Context: an optimization exercise on an open-source flow, tuned for small area. The choices shown serve that exercise and are no tape-out recipe. In this exercise RTL edits were held to simulation tests only and were not proved equivalent to the original. No activity file was given, so power comes from the tool's default toggle rates.

<file path="design/flow/design.v">
`timescale 1ns/1ps
module Tradeoff_52bits(clk, rst_n, W, found, N);
input clk, rst_n;
input [68:0] W;
output found;
output reg [52:0] N;
localparam [16:0] A = 17'd50861;
localparam [1:0] P1 = 2'd0, SRCH = 2'd1, BRW = 2'd2, HENS = 2'd3;
reg [1:0] ph;
reg [6:0] cnt;           
reg [2:0] kk;            
reg sc;                  
reg cyc;                 
reg sgn;                 
reg [15:0] V;            
reg [6:0] bc, bb;        
reg bsc, bsh;            
wire p1 = (ph == P1);
wire [1:0] car = {sc, cyc};   
wire srch = (ph == SRCH);
wire brw = (ph == BRW);
wire hens = (ph == HENS);
assign found = hens & (cnt == 7'd53);
wire [4:0] sub = {kk, sc, cyc};
reg [6:0] cnt1;
reg [4:0] sub1;
reg icy;
integer ii;
always @(*) begin
    icy = 1'b1;
    for (ii = 0; ii < 7; ii = ii + 1) begin
        cnt1[ii] = cnt[ii] ^ icy;
        icy = icy & cnt[ii];
    end
    icy = 1'b1;
    for (ii = 0; ii < 5; ii = ii + 1) begin
        sub1[ii] = sub[ii] ^ icy;
        icy = icy & sub[ii];
    end
end
wire wi = W[cnt];
wire [6:0] t = ~cnt;
wire valid = ~(bc[6] & bc[5]);
wire dc = (cnt == bc);
wire db = valid & (cnt == bb);
wire dp = (dc & bsc) | (db & bsh);       
wire dm = (dc & ~bsc) | (db & ~bsh);     
wire d2 = dc & db;                       
wire kgt = (kk[2] & ~t[6]) | (~(kk[2] ^ t[6]) & ((kk[1] & ~t[5]) | (~(kk[1] ^ t[5]) & kk[0] & ~t[4])));
wire is_dbl = (t[6] & t[2]) | kgt;
wire dbl = srch & is_dbl & (t != 7'd0);
wire chk = srch & ~is_dbl;
reg [1:0] carn;
always @(*) begin
    case ({car, d2, dp, dm, wi})
        7'b000000: carn = 2'b00;
        7'b000001: carn = 2'b00;
        7'b000100: carn = 2'b11;
        7'b000101: carn = 2'b00;
        7'b000010: carn = 2'b00;
        7'b000011: carn = 2'b01;
        7'b001100: carn = 2'b11;
        7'b001101: carn = 2'b11;
        7'b001010: carn = 2'b01;
        7'b001011: carn = 2'b01;
        7'b001110: carn = 2'b00;
        7'b001111: carn = 2'b00;
        7'b010000: carn = 2'b00;
        7'b010001: carn = 2'b01;
        7'b010100: carn = 2'b00;
        7'b010101: carn = 2'b00;
        7'b010010: carn = 2'b01;
        7'b010011: carn = 2'b01;
        7'b011100: carn = 2'b11;
        7'b011101: carn = 2'b00;
        7'b011010: carn = 2'b01;
        7'b011110: carn = 2'b00;
        7'b011111: carn = 2'b01;
        7'b110000: carn = 2'b11;
        7'b110001: carn = 2'b00;
        7'b110100: carn = 2'b11;
        7'b110101: carn = 2'b11;
        7'b110010: carn = 2'b00;
        7'b110011: carn = 2'b00;
        7'b111101: carn = 2'b11;
        7'b111010: carn = 2'b00;
        7'b111011: carn = 2'b01;
        7'b111110: carn = 2'b11;
        7'b111111: carn = 2'b00;
        default: carn = 2'b00;
    endcase
end
wire ldr = brw & (cnt == 7'd68);
wire h0 = hens & (cnt == 7'd0);
wire [2:0] xh = {2'b00, dp & d2} + {2'b00, dp} + {2'b00, ~(dm & d2)} + (h0 ? 3'd3 : 3'd0);
wire [2:0] xd = p1 ? 3'd0 : xh;
wire sl1 = p1 ? wi : ~wi;             
wire sl2 = ~dm;                       
wire xzero = (p1 & (cnt == 7'd0)) | ldr;
wire [16:0] X = xzero ? 17'd0 : (dbl ? {V[14:0], 2'b00} : {1'b0, V});
wire odd = X[0] ^ xd[0] ^ sl1 ^ (hens & sl2);
reg f;
integer fi;
always @(*) begin
    f = 1'b1;                       
    for (fi = 0; fi < 16; fi = fi + 1)
        f = ((16'd25431 >> fi) & 16'd1) ? (V[fi] & f) : (V[fi] | f);
end
reg [15:0] Kc;
always @(*) begin
    case (kk)
        3'd0: Kc = 16'd1;
        3'd1: Kc = 16'd22819;
        3'd2: Kc = 16'd42704;
        3'd3: Kc = 16'd16677;
        default: Kc = 16'd10461;
    endcase
end
wire [16:0] T1 = chk ? ({1'b0, Kc} ^ {17{sc}}) :
                 ldr ? ((carn == 2'b11) ? 17'd282 : (carn == 2'b01) ? 17'd130790 : 17'd0) :
                 dbl ? 17'd0 : {14'd0, xd};
wire cin = chk ? sc : (p1 | hens) & sl1;
wire slot0 = (chk | dbl) ? mneg : hens & sl2;
wire m1 = chk ? (sc ? cyc : ~cyc) : (p1 | hens) ? odd : 1'b0;
wire m2 = chk ? (~sc & cyc & ~sgn) : dbl ? f : ldr ? (carn == 2'b01) : 1'b0;
wire mneg = chk ? (sc ? ~sgn : 1'b1) : dbl;
wire [16:0] Am = (m1 ? A : 17'd0) | (m2 ? {A[15:0], 1'b0} : 17'd0);
wire [16:0] T2 = Am ^ {17{mneg}};      
reg [16:0] S, ps, pc;
reg ac;
integer ai;
always @(*) begin
    for (ai = 0; ai < 17; ai = ai + 1) begin
        ps[ai] = X[ai] ^ T1[ai] ^ T2[ai];
        pc[ai] = (X[ai] & T1[ai]) | (T2[ai] & (X[ai] ^ T1[ai]));
    end
    ac = cin;
    S[0] = ps[0] ^ slot0 ^ ac;
    ac = (ps[0] & slot0) | (ac & (ps[0] ^ slot0));
    for (ai = 1; ai < 17; ai = ai + 1) begin
        S[ai] = ps[ai] ^ pc[ai-1] ^ ac;
        ac = (ps[ai] & pc[ai-1]) | (ac & (ps[ai] ^ pc[ai-1]));
    end
end
wire [15:0] lo = S[15:0] & ~{S[14:0], 1'b0};
wire [3:0] e = {|(lo & 16'hff00), |(lo & 16'hf0f0), |(lo & 16'hcccc), |(lo & 16'haaaa)};
reg any_, mul_;
integer q;
always @(*) begin
    any_ = 1'b0; mul_ = 1'b0;
    for (q = 0; q < 16; q = q + 1) begin
        mul_ = mul_ | (any_ & S[q]);
        any_ = any_ | S[q];
    end
end
wire onehot = ~S[16] & any_ & ~mul_;
wire negpat = S[16] & S[15] & ~(|(S[14:0] & ~S[15:1]));
wire pat = onehot | negpat;
wire [6:0] e7 = {3'b000, e};
reg [6:0] bnew;
reg bcy;
integer bi;
always @(*) begin
    bcy = 1'b0;
    for (bi = 0; bi < 7; bi = bi + 1) begin
        bnew[bi] = t[bi] ^ e7[bi] ^ bcy;
        bcy = (t[bi] & e7[bi]) | (bcy & (t[bi] ^ e7[bi]));
    end
end
wire bok = ~(bnew[6] & (|bnew[5:2]));
reg [2:0] ch;
reg chb;
integer ci;
always @(*) begin
    chb = 1'b0;
    for (ci = 0; ci < 3; ci = ci + 1) begin
        ch[ci] = t[ci+4] ^ kk[ci] ^ chb;
        chb = (~t[ci+4] & kk[ci]) | (chb & ~(t[ci+4] ^ kk[ci]));
    end
end
wire [6:0] cnew = {ch, t[3:0]};
reg better;
integer li;
always @(*) begin
    better = ~sc & bsc;
    for (li = 0; li < 7; li = li + 1)
        better = (~cnew[li] & bc[li]) | (~(cnew[li] ^ bc[li]) & better);
end
wire hit = chk & pat & bok & better;
wire [15:0] Vn = S[16:1];
always @(posedge clk) begin
    N <= {odd, N[52:1]};
    if (p1 | hens | ldr | dbl)
        V <= Vn;
    if (p1)
        bc[6:5] <= 2'b11;
    else if (hit) begin
        bc <= cnew; bsc <= sc; bb <= bnew; bsh <= ~S[16];
    end
    if (~cyc) sgn <= S[16];
    if (p1 | dbl)
        {kk, sc, cyc} <= 5'd0;
    else if (chk)
        {kk, sc, cyc} <= sub1;
    else if (brw)
        {sc, cyc} <= carn;
end
always @(posedge clk or negedge rst_n) begin
    if (!rst_n) begin
        ph <= P1; cnt <= 7'd0;
    end else begin
        case (ph)
            P1: begin
                if (cnt == 7'd68) begin ph <= SRCH; cnt <= ~7'd69; end
                else cnt <= cnt1;
            end
            SRCH: begin
                if (is_dbl) begin
                    cnt <= cnt1;
                    if (t == 7'd0) ph <= valid ? BRW : HENS;
                end
            end
            BRW: begin
                if (cnt == 7'd68) begin ph <= HENS; cnt <= 7'd0; end
                else cnt <= cnt1;
            end
            default: begin
                if (cnt == 7'd53) begin ph <= P1; cnt <= 7'd0; end
                else cnt <= cnt1;
            end
        endcase
    end
end
endmodule
</file>
<file path="design/flow/flow/run.sh">
#!/bin/bash
# The standard layout, with these changes:
#  - synthesis maps the logic with an area-oriented ABC script (flow/abc.script:
#    SAT-based resynthesis, then area-recovering mapping) instead of ORFS's
#    delay-oriented one; everything else in synthesis is the standard
#    synth_recipe.tcl, so the registers are the standard ones;
#  - the port buffers use the smallest buffer cell;
#  - clock tree synthesis inserts no dummy loads.
set -euo pipefail
cp -r "$FLOW_HOME/scripts" scripts_area
cp flow/abc.script scripts_area/abc_speed.script
cp flow/abc.script scripts_area/abc_area.script
SCRIPTS_DIR="$PWD/scripts_area" bash standard.sh synth > synth.log 2>&1
export BUFFER_PORTS_ARGS="-buffer_cell sky130_fd_sc_hd__buf_1"
export CTS_ARGS="-sink_clustering_enable -repair_clock_nets -buf_list sky130_fd_sc_hd__clkbuf_8 -dont_use_dummy_load"
bash standard.sh > layout.log 2>&1
</file>
<file path="design/flow/flow/abc.script">
strash
&get -n
&deepsyn -J 50
&put
&get -n
&dch -f
&nf -R 1000 -F 8 -A 4 -C 32
&put
</file>
<file path="design/flow/standard.sh">
#!/bin/bash
# synth_recipe.tcl (not shown) runs the flow's synth.tcl, then flattens the netlist and writes it again
# the make line also repeats each setting of config.mk as NAME=value (left out here)
make -C /OpenROAD-flow-scripts/flow DESIGN_CONFIG=/design/flow/config.mk WORK_HOME=/design/flow/orfs CLKGATE_MAP_FILE= SYNTH_SCRIPT=/design/flow/synth_recipe.tcl "${@:-finish}"
</file>
<file path="design/flow/config.mk">
export PLATFORM = sky130hd
export DESIGN_NAME = Tradeoff_52bits
export DESIGN_NICKNAME = Tradeoff_52bits
export VERILOG_FILES = /design/flow/design.v
export SDC_FILE = /design/flow/constraint.sdc
export NUM_CORES = 4
export LEC_CHECK = 0
export CAP_MARGIN = 0
export CORE_MARGIN = 2
export CORE_UTILIZATION = 30
export GPL_TIMING_DRIVEN = 0
export SLEW_MARGIN = 0
</file>
<file path="design/flow/constraint.sdc">
create_clock -name core_clock -period 110.0 [get_ports {clk}]
set_input_delay 22.0000 -clock core_clock [delete_from_list [all_inputs] [get_ports {clk}]]
set_output_delay 22.0000 -clock core_clock [all_outputs]
set_load 0.01 [all_outputs]
</file>
==> results.txt, run 1 <==
end of the worst register-to-register path bb[0]$_DFFE_PP_; post-CTS setup-driven buffer insertion count 0; data arrival time of the worst path around 36 ns; Design Area, Final about 6600 µm²; EDFF count, synth 31; transition time at the pin with the least slew margin 1.342 ns; type of destination of the critical path register; timing endpoint of the critical path bb[0]$_DFFE_PP_; average via count per standard cell ~5.2; layout cell share with drive strength beyond 1 1.306%; most used cells in the layout excluding fill and tap cells 124 x sky130_fd_sc_hd__buf_1, 60 x sky130_fd_sc_hd__dfxtp_1, 55 x sky130_fd_sc_hd__clkinv_1; origin of the worst min-delay path N[50]$_DFF_P_; Distinct cells, synth 47; gr usage total approximately 15%; most common library cell in the layout ignoring fill and taps sky130_fd_sc_hd__buf_1; cell depth of the worst min-delay path 0; Routed WL per cell 15.60 µm; CTS sink count 100; standby leakage power around 0.0024 µW; Final Wtd Congestion approximately 0.87; async set-reset flop share out of synthesis under 10%; status no timing/DRC/antenna violations; Gate Count Post-Synth 556; starting density of the core a little under a third; reg-to-reg startpoint cnt[2]$_DFFE_PN0N_; via count of the first global-routing pass around 4500; ant diodes 0; Post-DRT Antenna Nets 0; number of DRC violations after detailed routing 0; nature of the critical path startpoint primary input; number of endpoints with negative hold slack in the final report 0; Most common cell on crit path sky130_fd_sc_hd__fa_1; total wire length after detailed routing 14400 µm; total vias in the final route 4833; overall die height 141.8 µm; violation count after the first detailed-route iteration 491; hold buffer count at CTS 0; core area 18640 µm²; maximum frequency from static timing analysis 0.02772 GHz; combined area of all synthesized cells ~5700 µm²; die width 141.8 µm; worst ir drop on vdd 10.77 µV; initial antenna violation count 0; classification of the worst-slack hold path reg -> reg; Final Skew about 0.026 ns; number of standard-cell rows in the floorplan 50; io pins around 130; Net Count, Synth approximately 700; Final Max Slew Viols 0; worst-case clock buffer depth 2; Mean Syn Cell Area ~10 µm²; type of the worst setup path in -> reg; leading register cell type out of synthesis sky130_fd_sc_hd__dfxtp_1; pwr dens about 27 nW/µm²; pre-CTS worst setup slack 73.48 ns; synthesized flop and latch total 100; placed wire-length estimate between 10000 and 15000 µm; clock tree from TritonCTS done; insertion delay to the later sink of the worst-skew pair a little under 0.4 ns; H-tree Lvls 3; Setup violations, final 0; crit path max fanout 16; setup TNS 0 ns; R2R depth 52; number of max-cap violations 0; Initial DRT Pass Iterations 8; number of instances resized during post-cts repair 0; Congestion Overflow GR 0; hold slack final 0.3289 ns; setup repair after global routing missed its margin false; register area share after synthesis around two fifths; library cell used as clock root buffer sky130_fd_sc_hd__clkbuf_8; input/output buffers approximately 120; wire length of the first global-routing pass 23190 µm; Syn. warnings 1; final worst-path setup slack ~74 ns; R2R Setup Slk between 90 and 100 ns; Final period util between 30 and 40%; delay of the slowest cell on the worst path between 1 and 1.5 ns; fin nets ~830; cts bufs inserted 9; area of the die a little over 20000 µm²; Core Util, Final between 30% and 40%; placed cell area approximately 6500 µm²; Clock Pin Slew Worst Setup and Hold Paths 0.11 ns; Tmin final approximately 36 ns; growth of design area from synthesis to finish 15.49%; worst path required time about 110 ns; relative slew slack 10.18%; Crit. Startpoint W[25]; maximum number of pins on one net before global-route repair 21; slowest cell on the critical path sky130_fd_sc_hd__nor2_1
power by group:
part | total [µW] | internal [µW] | switching [µW]
logic | 95.6 | 35.5 | 60.1
registers | 61.8 | 54.8 | 6.96
clock network | 18.2 | 7.35 | 10.9
total | 176 | 97.6 | 78.0
how the worst min path moves through the flow:
stage	slack [ns]	endpoint
6_report	0.33	N[49]$_DFF_P_
5_1_grt	0.33	N[34]$_DFF_P_
4_1_cts	0.33	N[21]$_DFF_P_
3_5_place_dp	0.34	N[8]$_DFF_P_
3_3_place_gp	0.33	N[30]$_DFF_P_
2_1_floorplan	0.38	N[0]$_DFF_P_
synthesized netlist by cell type, types with 11 or more instances:
library cell / n / area [µm²]
sky130_fd_sc_hd__a21oi_1: 30 / 150.1
sky130_fd_sc_hd__a222oi_1: 13 / 130.1
sky130_fd_sc_hd__a22o_1: 11 / 96.34
sky130_fd_sc_hd__a22oi_1: 14 / 105.1
sky130_fd_sc_hd__clkinv_1: 55 / 206.5
sky130_fd_sc_hd__dfxtp_1: 60 / 1201
sky130_fd_sc_hd__edfxtp_1: 31 / 930.9
sky130_fd_sc_hd__fa_1: 38 / 760.7
sky130_fd_sc_hd__ha_1: 34 / 425.4
sky130_fd_sc_hd__nand2_1: 52 / 195.2
sky130_fd_sc_hd__nand3_1: 15 / 75.07
sky130_fd_sc_hd__nor2_1: 43 / 161.4
sky130_fd_sc_hd__nor3_1: 17 / 85.08
sky130_fd_sc_hd__o21ai_0: 22 / 110.1
sky130_fd_sc_hd__o22ai_1: 11 / 68.82
sky130_fd_sc_hd__xnor2_1: 12 / 105.1
area by class of cell:
type                       instances  area (µm²)
timing repair buffer             124       465.4
tap                              234       292.8
multi-input combinational        401        3132
sequential                       100        2357
clock buffer                       9       123.9
inverter                          55       206.4
fill                            1888       12070
flip-flops by register name, summed over array words and instances, names as in the netlist, 2 cells and up:
signal / cells
V: 16
N: 53
bb: 7
bc: 7
ph: 2
kk: 3
cnt: 7
cells by family after synthesis:
group,after synthesis,synth area share (%)
adders and majority gates,72,20.83
and+or+nand+nor,163,13.05
xor gates and xnor gates,17,2.614
buffers and inverters,55,3.625
DFF,100,41.39
AOI/OAI and AO/OA,147,18.12
muxes,2,0.3735
layer usage:
layer	part of all wire [%]	global-route usage, %	wire length (µm)
met3	4.8	2.666	691
met1	46	19.89	6650
met5	0	0	0
met2	47	23.40	6739
met4	2.2	5.000	314
critical path: cells and delay by family:
family / cells / cell delay, ns
AOI/OAI and AO/OA: 13 / 3.54
adders and majority gates: 23 / 7.97
buffers and inverters: 7 / 0.90
and+or+nand+nor: 7 / 1.62
through the flow:
step / std cells / power (µW)
2_1_floorplan: 556 / 127.0
3_3_place_gp: 914 / 157.5
3_5_place_dp: 914 / 158.0
4_1_cts: 923 / 176.9
5_1_grt: 923 / 191.1
6_report: 923 / 175.6
==> run 2, diff against run 1 <==
==> design/flow/flow/run.sh (replaced) <==
#!/bin/bash
# The standard layout, with these changes:
#  - synthesis maps all the logic with an area-oriented ABC script
#    (flow/abc.script: SAT-based resynthesis, then area-recovering mapping)
#    instead of ORFS's delay-oriented one, and leaves the adders to ABC too
#    (no separate full/half adder extraction); everything else in synthesis
#    is the standard synth_recipe.tcl, so the registers are the standard ones;
#  - the port buffers use the smallest buffer cell;
#  - clock tree synthesis inserts no dummy loads.
set -euo pipefail
cp -r "$FLOW_HOME/scripts" scripts_area
cp flow/abc.script scripts_area/abc_speed.script
cp flow/abc.script scripts_area/abc_area.script
SCRIPTS_DIR="$PWD/scripts_area" ADDER_MAP_FILE= bash standard.sh synth > synth.log 2>&1
export BUFFER_PORTS_ARGS="-buffer_cell sky130_fd_sc_hd__buf_1"
export CTS_ARGS="-sink_clustering_enable -repair_clock_nets -buf_list sky130_fd_sc_hd__clkbuf_8 -dont_use_dummy_load"
bash standard.sh > layout.log 2>&1
==> run 2 against run 1 <==
Setup slack better by 0.21 ns. Clock skew up 0.010 ns. Wire length up 4.1%. Die area down 1.7%. Count of clock-buffer cells in the layout unchanged. Highest routed layer unchanged. Register-to-register slack better by 0.10 ns. Still clean on timing, DRC and antenna. Sequential share of layout area up 0.58 points. Maximum frequency up 0.59%. Via count up 7.8%. Largest power group unchanged.
==> results.txt, run 2 <==
most heavily used metal layer in global routing met2; Psw approximately 91 µW; share of total power in sequential cells between 30% and 40%; number of standard-cell rows in the floorplan 49; most common library cells after synthesis 66 x sky130_fd_sc_hd__nand2_1, 66 x sky130_fd_sc_hd__nor2_1, 60 x sky130_fd_sc_hd__dfxtp_1, 57 x sky130_fd_sc_hd__a21oi_1, 57 x sky130_fd_sc_hd__xnor2_1; number of buffer and inverter instances along the worst setup path 2; Final Skew 0.03595 ns; H-tree Lvls 3; GR Layer Usage met2 24.36%; Clock Pin Slew Worst Setup and Hold Paths roughly 0.090 ns; biggest regs N x53, V x16; async set-reset flop share out of synthesis approximately 9%; share of power burned in the clock network a little under a tenth; Design Area, Final roughly 6500 µm²; pwr dens ~30 nW/µm²; nature of the critical path startpoint primary input; initial antenna violation count 0; via count of the first global-routing pass between 4000 and 5000; delay of the slowest cell on the worst path 0.86 ns; wire length of the first global-routing pass 23850 µm; internal power summed over all cells between 100 and 150 µW; status no timing/DRC/antenna violations; die width 140.6 µm; average via count per standard cell roughly 5.2; overall die height approximately 140 µm; starting density of the core 30.84%; maximum number of pins on one net before global-route repair 22; leading post-synthesis cells by cell area sky130_fd_sc_hd__dfxtp_1 21%, sky130_fd_sc_hd__edfxtp_1 17%, sky130_fd_sc_hd__xnor2_1 8.9%; number of instances resized during post-cts repair 0; io pins roughly 130; relative slew slack roughly 15%; Tmin final 35.86 ns; cts bufs inserted 9; standby leakage power approximately 0.0022 µW; number of endpoints with negative hold slack in the final report 0; logic gate share of total power approximately 60%; Gate Count Post-Synth between 600 and 700; worst path required time 110.25 ns; clock tree from TritonCTS done; Congestion Overflow GR 0; total vias in the final route 5212; register area share after synthesis a little over two fifths; cell type with the largest total area after synthesis sky130_fd_sc_hd__dfxtp_1; number of DRC violations after detailed routing 0; end of the worst register-to-register path bc[5]$_SDFFE_PP1P_; worst-case clock buffer depth 2; Final period util between 30 and 40%; hold buffer count at CTS 0; data arrival time of the worst path 36.11 ns; transition time at the pin with the least slew margin about 1.3 ns; number of max-cap violations 0; R2R Setup Slk 93.80 ns; Post-DRT Antenna Nets 0; violation count after the first detailed-route iteration roughly 500; gr usage total 14.91%; ant diodes 0; fin nets 848; flip-flop count of the largest register, all copies and words added 53; area of the multi-input gates around 3100 µm²; library cell used as clock root buffer sky130_fd_sc_hd__clkbuf_8; origin of the worst min-delay path N[34]$_DFF_P_; switching power as a share of total power between 40% and 50%; crit path max fanout 16; hold slack final about 0.33 ns; placed cell area ~6300 µm²; growth of design area from synthesis to finish 15.65%; Final Max Slew Viols 0; largest register by flop count N; post-CTS setup-driven buffer insertion count 0; cell family with most CP delay compound AO/OA/AOI/OAI gates; slowest cell on the critical path sky130_fd_sc_hd__a2111oi_0; worst-case hold path end point N[33]$_DFF_P_; area of the die between 15000 and 20000 µm²; input/output buffers ~120; placed wire-length estimate roughly 11000 µm; cell depth of the worst min-delay path 0; Net Count, Synth a little over 700; leading register cell type out of synthesis sky130_fd_sc_hd__dfxtp_1; Setup violations, final 0; Routed WL per cell about 15 µm; setup repair after global routing missed its margin false; most used cells in the layout excluding fill and tap cells 124 x sky130_fd_sc_hd__buf_1, 66 x sky130_fd_sc_hd__nor2_1, 66 x sky130_fd_sc_hd__nand2_1; R2R depth 58; worst ir drop on vdd around 11 µV; GRT met3 Usage about 1.9%; setup TNS 0 ns; Mean Syn Cell Area between 8 and 9 µm²; core area between 15000 and 20000 µm²; maximum frequency from static timing analysis about 0.028 GHz; CTS sink count 100; type of the worst setup path in -> reg; EDFF count, synth 31; Syn. warnings 1; classification of the worst-slack hold path reg -> reg; Initial DRT Pass Iterations 5; post-synth top area share a little over a fifth; type of destination of the critical path register; most common library cell in the layout ignoring fill and taps sky130_fd_sc_hd__buf_1; Distinct cells, synth 42; synthesized flop and latch total 100; layout cell share with drive strength beyond 1 1.161%; overall power of the completed layout slightly below 200 µW; total of fill cells in the finished design between 1500 and 2000; insertion delay to the later sink of the worst-skew pair 0.38 ns; total wire length after detailed routing 14990 µm; M1 GR Usage roughly a fifth; Final Wtd Congestion between 0.8 and 0.9; Seq. cell area ~2400 µm²; reg-to-reg startpoint cnt[0]$_DFFE_PN0N_; combined area of all synthesized cells 5597 µm²
## run 2: changes by cell type in the layout (fill, tap and decap cells not counted), sizes merged, moves of 13 or more
cell,before,now
nor2,43,66
maj3,0,13
xor2,5,20
o21ai,22,45
fa,38,0
xnor2,12,57
ha,34,0
a21oi,30,57
clkinv,55,39
nand2,52,66
## run 2: power by group through the flow
stage                     registers [µW]  clock network [µW]  logic (µW)
final                               63.1                18.1         115
after global routing                64.6                20.4         129
after CTS                           63.4                18.9         115
after detailed placement            64.1                   0         114
after global placement              63.9                   0         114
after floorplan                     66.8                   0        82.0
## run 2: how the worst max path moves through the flow
stage	start	to	cells after the start	slack (ns)
final	W[21]	bc[5]$_SDFFE_PP1P_	57	74.14
after global routing	W[21]	bc[5]$_SDFFE_PP1P_	57	72.82
after CTS	W[21]	bc[5]$_SDFFE_PP1P_	57	74.16
after detailed placement	W[21]	bc[5]$_SDFFE_PP1P_	57	73.83
after global placement	W[23]	bc[5]$_SDFFE_PP1P_	57	74.04
after floorplan	W[23]	bc[5]$_SDFFE_PP1P_	56	76.53
## run 2: cell families after synthesis
| family | share of synthesized area, % |
|---|---|
| AOI/OAI and AO/OA | 23.27 |
| xor gates and xnor gates | 12.05 |
| adders and majority gates | 2.325 |
| buffers and inverters | 2.616 |
| DFF | 42.12 |
| muxes | 0.1789 |
| and+or+nand+nor | 17.44 |
## run 2: final cells by class
class,count,area share (%)
Multi-Input combinational cell,503,47.79
Sequential cell,100,36.42
Timing Repair Buffer,124,7.191
Tap cell,229,4.427
Inverter,39,2.262
Clock buffer,9,1.914
## run 2: per-stage QoR
stage / std cells / setup WS (ns) / utilization [%]
finish: 1004 / 74.14 / 35.67
global route: 1004 / 72.82 / 35.67
CTS: 1004 / 74.16 / 35.67
detailed placement: 995 / 73.83 / 34.98
global placement: 995 / 74.04 / 34.98
floorplan: 642 / 76.53 / -
## run 2: per-layer routing
layer / vias to the layer above / share of wire [%]
met4: 0 / 1.8
met1: 2434 / 48
met5: - / 0
met2: 146 / 46
li1: 2614 / -
met3: 18 / 4.8
==> run 3, diff against run 2 <==
--- a/design/flow/design.v
+++ b/design/flow/design.v
@@ -55,36 +55,36 @@
     case ({car, d2, dp, dm, wi})
-        7'b000000: carn = 2'b00;
-        7'b000001: carn = 2'b00;
-        7'b000100: carn = 2'b11;
-        7'b000101: carn = 2'b00;
-        7'b000010: carn = 2'b00;
-        7'b000011: carn = 2'b01;
-        7'b001100: carn = 2'b11;
-        7'b001101: carn = 2'b11;
-        7'b001010: carn = 2'b01;
-        7'b001011: carn = 2'b01;
-        7'b001110: carn = 2'b00;
-        7'b001111: carn = 2'b00;
-        7'b010000: carn = 2'b00;
-        7'b010001: carn = 2'b01;
-        7'b010100: carn = 2'b00;
-        7'b010101: carn = 2'b00;
-        7'b010010: carn = 2'b01;
-        7'b010011: carn = 2'b01;
-        7'b011100: carn = 2'b11;
-        7'b011101: carn = 2'b00;
-        7'b011010: carn = 2'b01;
-        7'b011110: carn = 2'b00;
-        7'b011111: carn = 2'b01;
-        7'b110000: carn = 2'b11;
-        7'b110001: carn = 2'b00;
-        7'b110100: carn = 2'b11;
-        7'b110101: carn = 2'b11;
-        7'b110010: carn = 2'b00;
-        7'b110011: carn = 2'b00;
-        7'b111101: carn = 2'b11;
-        7'b111010: carn = 2'b00;
-        7'b111011: carn = 2'b01;
-        7'b111110: carn = 2'b11;
-        7'b111111: carn = 2'b00;
+        6'b000000: carn = 2'b00;
+        6'b000001: carn = 2'b00;
+        6'b000100: carn = 2'b11;
+        6'b000101: carn = 2'b00;
+        6'b000010: carn = 2'b00;
+        6'b000011: carn = 2'b01;
+        6'b001100: carn = 2'b11;
+        6'b001101: carn = 2'b11;
+        6'b001010: carn = 2'b01;
+        6'b001011: carn = 2'b01;
+        6'b001110: carn = 2'b00;
+        6'b001111: carn = 2'b00;
+        6'b010000: carn = 2'b00;
+        6'b010001: carn = 2'b01;
+        6'b010100: carn = 2'b00;
+        6'b010101: carn = 2'b00;
+        6'b010010: carn = 2'b01;
+        6'b010011: carn = 2'b01;
+        6'b011100: carn = 2'b11;
+        6'b011101: carn = 2'b00;
+        6'b011010: carn = 2'b01;
+        6'b011110: carn = 2'b00;
+        6'b011111: carn = 2'b01;
+        6'b110000: carn = 2'b11;
+        6'b110001: carn = 2'b00;
+        6'b110100: carn = 2'b11;
+        6'b110101: carn = 2'b11;
+        6'b110010: carn = 2'b00;
+        6'b110011: carn = 2'b00;
+        6'b111101: carn = 2'b11;
+        6'b111010: carn = 2'b00;
+        6'b111011: carn = 2'b01;
+        6'b111110: carn = 2'b11;
+        6'b111111: carn = 2'b00;
         default: carn = 2'b00;
==> run 3 against run 2 <==
Still clean on timing, DRC and antenna. First-iteration DRC count unchanged. Total power unchanged. Final area unchanged. Highest routed layer unchanged. Sequential cell count unchanged. Die area unchanged. Global-route usage unchanged. Core utilization unchanged. Critical endpoint unchanged. Area after synthesis unchanged. Wire length unchanged. Via count unchanged.
==> results.txt, run 3 <==
total vias in the final route about 5200; area of the die 19760 µm²; Finished Layout Cells approximately 1000; ant diodes 0; most used cells in the layout excluding fill and tap cells 124 x sky130_fd_sc_hd__buf_1, 66 x sky130_fd_sc_hd__nor2_1, 66 x sky130_fd_sc_hd__nand2_1; starting density of the core a little under a third; cts bufs inserted 9; Core Util, Final a little over a third; CTS sink count 100; Final Skew approximately 0.036 ns; setup repair after global routing missed its margin false; nature of the critical path startpoint primary input; number of standard-cell rows in the floorplan just under 50; flip-flop count of the largest register, all copies and words added 53; Final period util between 30% and 40%; Final Max Slew Viols 0; H-tree Lvls 3; fin nets between 800 and 900; clock tree from TritonCTS done; combined area of all synthesized cells 5597 µm²; slowest cell on the critical path sky130_fd_sc_hd__a2111oi_0; Initial DRT Pass Iterations 5; type of the worst setup path in -> reg; io pins 125; die width roughly 140 µm; Mean Syn Cell Area between 8 and 9 µm²; Post-DRT Antenna Nets 0; relative slew slack between 10 and 15%; Syn. warnings 1; library cell used as clock root buffer sky130_fd_sc_hd__clkbuf_8; setup TNS 0 ns; async set-reset flop share out of synthesis 9.000%; Clock Pin Slew Worst Setup and Hold Paths roughly 0.09 ns; maximum frequency from static timing analysis 0.02789 GHz; Distinct cells, synth 42; standby leakage power approximately 0.0022 µW; layout cell share with drive strength beyond 1 between 1 and 1.5%; worst ir drop on vdd ~11 µV; insertion delay to the later sink of the worst-skew pair about 0.38 ns; initial antenna violation count 0; post-CTS setup-driven buffer insertion count 0; leading post-synthesis cells by cell area sky130_fd_sc_hd__dfxtp_1 21%, sky130_fd_sc_hd__edfxtp_1 17%, sky130_fd_sc_hd__xnor2_1 8.9%; number of instances resized during post-cts repair 0; delay of the slowest cell on the worst path 0.86 ns; most common library cells after synthesis 66 x sky130_fd_sc_hd__nand2_1, 66 x sky130_fd_sc_hd__nor2_1, 60 x sky130_fd_sc_hd__dfxtp_1, 57 x sky130_fd_sc_hd__a21oi_1, 57 x sky130_fd_sc_hd__xnor2_1; average via count per standard cell between 5 and 6; Setup violations, final 0; leading register cell type out of synthesis sky130_fd_sc_hd__dfxtp_1; data arrival time of the worst path between 30 and 40 ns; number of endpoints with negative hold slack in the final report 0; wire length of the first global-routing pass roughly 24000 µm; hold buffer count at CTS 0; core area 18150 µm²; number of DRC violations after detailed routing 0; status no timing/DRC/antenna violations; maximum number of pins on one net before global-route repair 22; cell type with the largest total area after synthesis sky130_fd_sc_hd__dfxtp_1; total wire length after detailed routing between 10000 and 15000 µm; Design Area, Final ~6500 µm²; Final Wtd Congestion slightly above 0.8; pwr dens roughly 30 nW/µm²; Congestion Overflow GR 0; via count of the first global-routing pass about 4700; Gate Count Post-Synth about 640; Routed WL per cell between 10 and 15 µm; growth of design area from synthesis to finish 15.65%; input/output buffers 124; type of destination of the critical path register; most common library cell in the layout ignoring fill and taps sky130_fd_sc_hd__buf_1; cell depth of the worst min-delay path 0; placed wire-length estimate 11430 µm; gr usage total 14.91%; register area share after synthesis 42.12%; post-synth top area share between 20% and 30%; EDFF count, synth 31; R2R depth between 50 and 60; number of max-cap violations 0; Net Count, Synth approximately 710; hold slack final approximately 0.33 ns; placed cell area 6349 µm²; synthesized flop and latch total 100; worst path required time about 110 ns; classification of the worst-slack hold path reg -> reg; worst-case clock buffer depth 2; biggest regs N x53, V x16; Tmin final ~36 ns; largest register by flop count N; transition time at the pin with the least slew margin 1.274 ns; violation count after the first detailed-route iteration around 490; overall die height around 140 µm; crit path max fanout 16; total instance count after detailed placement between 900 and 1000
run 3: cell type report:
cell class              count  area (µm²)
fillers                  1867       11670
multi-input cells         503        3093
flip-flops and latches    100        2357
repair buffers            124       465.4
well taps                 229       286.5
inverters                  39       146.4
clock buffers               9       123.9
run 3: per-stage QoR:
step | setup WS (ns) | total power (µW)
2_1_floorplan | 76.53 | 148.8
3_3_place_gp | 74.04 | 178.1
3_5_place_dp | 73.83 | 178.5
4_1_cts | 74.16 | 197.6
5_1_grt | 72.82 | 213.9
6_report | 74.14 | 196.3
run 3: logic make-up (layout without fill, tap and decap cells):
group           Yosys count  count (layout)  synth area share, %
simple gates            212             212                17.44
mux                       1               1               0.1789
compound gates          200             200                23.27
fa+ha+maj                13              13                2.325
buf+inv                  39             172                2.616
xor+xnor                 77              77                12.05
flops                   100             100                42.12
run 3: worst paths after layout:
check                      slack [ns]          startpoint                  to
setup / recovery                74.14               W[21]  bc[5]$_SDFFE_PP1P_
hold / removal                   0.33       N[34]$_DFF_P_       N[33]$_DFF_P_
setup reg to reg                93.80  cnt[0]$_DFFE_PN0N_  bc[5]$_SDFFE_PP1P_
hold reg to reg                  0.33       N[34]$_DFF_P_       N[33]$_DFF_P_
max in group asynchronous       88.11               rst_n   ph[1]$_DFFE_PN0P_
min in group asynchronous       21.54               rst_n  cnt[3]$_DFFE_PN0N_
run 3: routing by layer:
| layer | GRT usage (%) | wire (µm) | vias to the layer above |
|---|---|---|---|
| li1 | - | - | 2614 |
| met1 | 20.40 | 7175 | 2434 |
| met2 | 24.36 | 6823 | 146 |
| met3 | 1.868 | 722 | 18 |
| met4 | 5.316 | 270 | 0 |
| met5 | 0 | 0 | - |
run 3: report_power, final:
part	switching (µW)	internal (µW)	leakage, µW
Clock	10.8	7.35	0.0000647
Sequential	7.07	56.0	0.000915
Combinational	72.7	42.5	0.00126
Total	90.5	106	0.00224
run 3: critical path, delay by kind of cell:
family                     cells  cell delay [ns]
xor gates and xnor gates       3             0.59
buffers and inverters          2             0.18
AOI/OAI and AO/OA             26             6.90
adders and majority gates      8             3.14
and+or+nand+nor               18             3.29
==> run 4, diff against run 3 <==
--- a/design/flow/design.v
+++ b/design/flow/design.v
@@ -44,3 +44,3 @@
 wire dc = (cnt == bc);
-wire db = valid & (cnt == bb);
+wire db = (cnt == bb);
 wire dp = (dc & bsc) | (db & bsh);       
@@ -194,4 +194,6 @@
         V <= Vn;
-    if (p1)
+    if (p1) begin
         bc[6:5] <= 2'b11;
+        bb[6:5] <= 2'b11;
+    end
     else if (hit) begin
==> run 4 against run 3 <==
Combinational power barely moved. Sequential power is essentially flat. Clock skew is 0.010 ns lower. Total power grew 0.53%. Hold slack worse by 0.0034 ns. Synthesized cell count decreased by 0.78%. Cell count down 0.50%.
==> results.txt, run 4 <==
status no timing/DRC/antenna violations; total vias in the final route slightly above 5000; cell family with most CP delay compound AO/OA/AOI/OAI gates; routed length on met1 7382 µm; maximum number of pins on one net before global-route repair 21; Initial DRT Pass Iterations 29; synthesized flop and latch total 100; highest metal layer with signal wires met4; leading post-synthesis cells by cell area sky130_fd_sc_hd__dfxtp_1 22%, sky130_fd_sc_hd__edfxtp_1 16%, sky130_fd_sc_hd__xnor2_1 9.1%; crit path max fanout 14; hold buffer count at CTS 0; gr usage total between 10% and 20%; sum of met2 wire segment lengths after detailed routing about 6700 µm; post-CTS setup-driven buffer insertion count 0; final worst-path setup slack around 75 ns; Post-DRT Antenna Nets 0; wire length of the first global-routing pass approximately 24000 µm; cts bufs inserted 9; cell depth of the worst min-delay path 0; flip-flop count of the largest register, all copies and words added 53; worst-case clock buffer depth 2; Routed WL per cell roughly 15 µm; Congestion Overflow GR 0; H-tree Lvls 3; type of the worst setup path in -> reg; setup repair after global routing missed its margin false; R2R depth 53; number of DRC violations after detailed routing 0; Most common cell on crit path sky130_fd_sc_hd__a21oi_1; worst path required time 109.95 ns; violation count after the first detailed-route iteration 438; slowest cell on the critical path sky130_fd_sc_hd__a21oi_1; data arrival time of the worst path ~35 ns; share of power burned in the clock network around a tenth; standby leakage power approximately 0.0022 µW; input/output buffers 124; relative slew slack between 10% and 20%; most common library cells after synthesis 82 x sky130_fd_sc_hd__nor2_1, 65 x sky130_fd_sc_hd__nand2_1, 62 x sky130_fd_sc_hd__dfxtp_1, 58 x sky130_fd_sc_hd__xnor2_1, 49 x sky130_fd_sc_hd__a21oi_1; leading register cell type out of synthesis sky130_fd_sc_hd__dfxtp_1; Gate Count Post-Synth roughly 640; number of max-cap violations 0; nature of the critical path startpoint primary input; CTS sink count 100; most common library cell in the layout ignoring fill and taps sky130_fd_sc_hd__buf_1; delay of the slowest cell on the worst path approximately 0.74 ns; number of endpoints with negative hold slack in the final report 0; Final Max Slew Viols 0; number of buffer and inverter instances along the worst setup path 4; growth of design area from synthesis to finish 15.75%; met3 WL between 800 and 900 µm; initial antenna violation count 0; type of destination of the critical path register; async set-reset flop share out of synthesis under 10%; ant diodes 0; io pins 125; EDFF count, synth 29; most used cells in the layout excluding fill and tap cells 124 x sky130_fd_sc_hd__buf_1, 82 x sky130_fd_sc_hd__nor2_1, 65 x sky130_fd_sc_hd__nand2_1; Syn. warnings 1; Mean Syn Cell Area about 8.7 µm²; most common cell in the netlist sky130_fd_sc_hd__nor2_1; register area share after synthesis 42.02%; share of total power in sequential cells 32.0%; average via count per standard cell slightly above 5; switching power as a share of total power 47.17%; Final period util a little under a third; overall power of the completed layout 197.3 µW; Psw 93.09 µW; hold slack final between 0.3 and 0.4 ns; Tmin final 34.57 ns; post-synth top area share 22.32%; area of the die about 20000 µm²; Net Count, Synth roughly 710; overall die height 140.2 µm; clock tree from TritonCTS done; internal power summed over all cells about 100 µW; pwr dens a little over 30 nW/µm²; die width about 140 µm; layout cell share with drive strength beyond 1 1.169%; placed wire-length estimate between 10000 and 15000 µm; library cell used as clock root buffer sky130_fd_sc_hd__clkbuf_8; Distinct cells, synth 51; starting density of the core ~31%; Setup violations, final 0; total wire length after detailed routing approximately 15000 µm; setup TNS 0 ns; fin nets approximately 840; logic gate share of total power 58.8%; Final Skew 0.02572 ns; Final Wtd Congestion 0.8292; maximum frequency from static timing analysis between 0.02 and 0.03 GHz; combined area of all synthesized cells 5562 µm²; classification of the worst-slack hold path reg -> reg; pre-CTS worst setup slack ~75 ns; via count of the first global-routing pass roughly 4800; biggest regs N x53, V x16; transition time at the pin with the least slew margin ~1.2 ns; largest register by flop count N; number of gates on the worst path with buffers counted 53; cell type with the largest total area after synthesis sky130_fd_sc_hd__dfxtp_1; worst ir drop on vdd 11.67 µV; number of instances resized during post-cts repair 0; Clock Pin Slew Worst Setup and Hold Paths approximately 0.10 ns; insertion delay to the later sink of the worst-skew pair 0.37 ns; core area ~18000 µm²; number of standard-cell rows in the floorplan about 50
## run 4: changes by cell type after synthesis, moves of 6 or more
cell / change
sky130_fd_sc_hd__clkinv_1: -13
sky130_fd_sc_hd__nor2_1: +16
sky130_fd_sc_hd__o22ai_1: +14
sky130_fd_sc_hd__xor2_1: +7
sky130_fd_sc_hd__a31oi_1: -6
sky130_fd_sc_hd__a221oi_1: -6
sky130_fd_sc_hd__o21ai_0: -6
sky130_fd_sc_hd__a22o_1: -10
sky130_fd_sc_hd__a21oi_1: -8
## run 4: logic make-up (layout without fill, tap and decap cells)
kind of cell	count (synthesis)	count (layout)	share of synthesized area, %
AO/OA/AOI/OAI	178	178	20.52
multiplexers	6	6	1.125
flip-flops	100	100	42.02
buffers and inverters	26	159	1.755
adder cells (fa/ha/maj)	13	13	2.340
AND/OR/NAND/NOR	229	229	18.85
XOR/XNOR	85	85	13.39
## run 4: cell type report
class                           instances  area [µm²]
Timing Repair Buffer                  124       465.4
Inverter                               26       97.59
Sequential cell                       100        2337
Tap cell                              229       286.5
Multi-Input combinational cell        511        3127
Fill cell                            1886       11650
Clock buffer                            9       123.9
## run 4: worst paths after layout
path | startpoint | end | slack (ns)
worst max-delay path | W[56] | bsh$_DFFE_PP_ | 75.43
max in group asynchronous | rst_n | cnt[6]$_DFFE_PN0N_ | 88.05
worst min-delay path | N[2]$_DFF_P_ | N[1]$_DFF_P_ | 0.33
worst max register to register | cnt[2]$_DFFE_PN0N_ | bsh$_DFFE_PP_ | 95.92
min in group asynchronous | rst_n | cnt[4]$_DFFE_PN0N_ | 21.58
worst min register to register | N[2]$_DFF_P_ | N[1]$_DFF_P_ | 0.33
## run 4: layer usage
layer | up-vias | global-route usage, %
met2 | 191 | 24.10
met1 | 2374 | 21.55
met3 | 19 | 3.009
li1 | 2572 | -
met4 | 0 | 5.263
met5 | - | 0
## run 4: power groups by stage
stage / clock network, µW / logic, µW / registers, µW
after floorplan: 0 / 79.2 / 66.8
after global placement: 0 / 113 / 63.7
after detailed placement: 0 / 114 / 64.0
after CTS: 19.0 / 115 / 63.3
after global routing: 20.1 / 129 / 64.7
final: 18.3 / 116 / 63.1
## run 4: per-stage QoR
step,area [µm²],utilization [%],cells
floorplan,5562,-,637
global placement,6314,34.91,990
detailed placement,6314,34.91,990
CTS,6437,35.59,999
global route,6437,35.59,999
finish,6437,35.59,999

afterwards: timing with drivers on the ports:
The flow's constraints put no driver on any port. The routed layouts listed below were extracted and timed again, unchanged, in two steps.
Step 1 (the two cells are an assumption about what drives the block):
set clk [get_ports {clk}]
set_driving_cell -lib_cell sky130_fd_sc_hd__clkbuf_16 $clk
set_driving_cell -lib_cell sky130_fd_sc_hd__buf_2 [delete_from_list [all_inputs] $clk]
Step 2 times the ports against the registers' clock, not the clock port: input delays grow and output delays shrink by t, the midpoint of the rising clock arrivals with the driver on.
a / b / c = ideal / step 1 / step 2; a / b = the first two.
| run | shift t [ns] | setup WS [ns] | hold WS [ns] | worst slew at a driven data input, ns | pins driven straight from the clock port |
|---|---|---|---|---|---|
| run 1 | 0.406 | 73.928 / 73.937 / 73.531 | 0.329 / 0.329 / 0.329 | 0.04 | 1 |
| run 2 | 0.393 | 74.138 / 74.139 / 73.746 | 0.334 / 0.334 / 0.334 | 0.04 | 1 |
| run 3 | 0.393 | 74.138 / 74.139 / 73.746 | 0.334 / 0.334 / 0.334 | 0.04 | 1 |
| run 4 | 0.400 | 75.432 / 75.446 / 75.046 | 0.330 / 0.330 / 0.330 | 0.04 | 1 |
After both steps setup and hold are still met in every run listed. For run 1, which loses most, drivers alone change the setup slack by +0.009 ns; drivers and shift together by -0.397 ns.
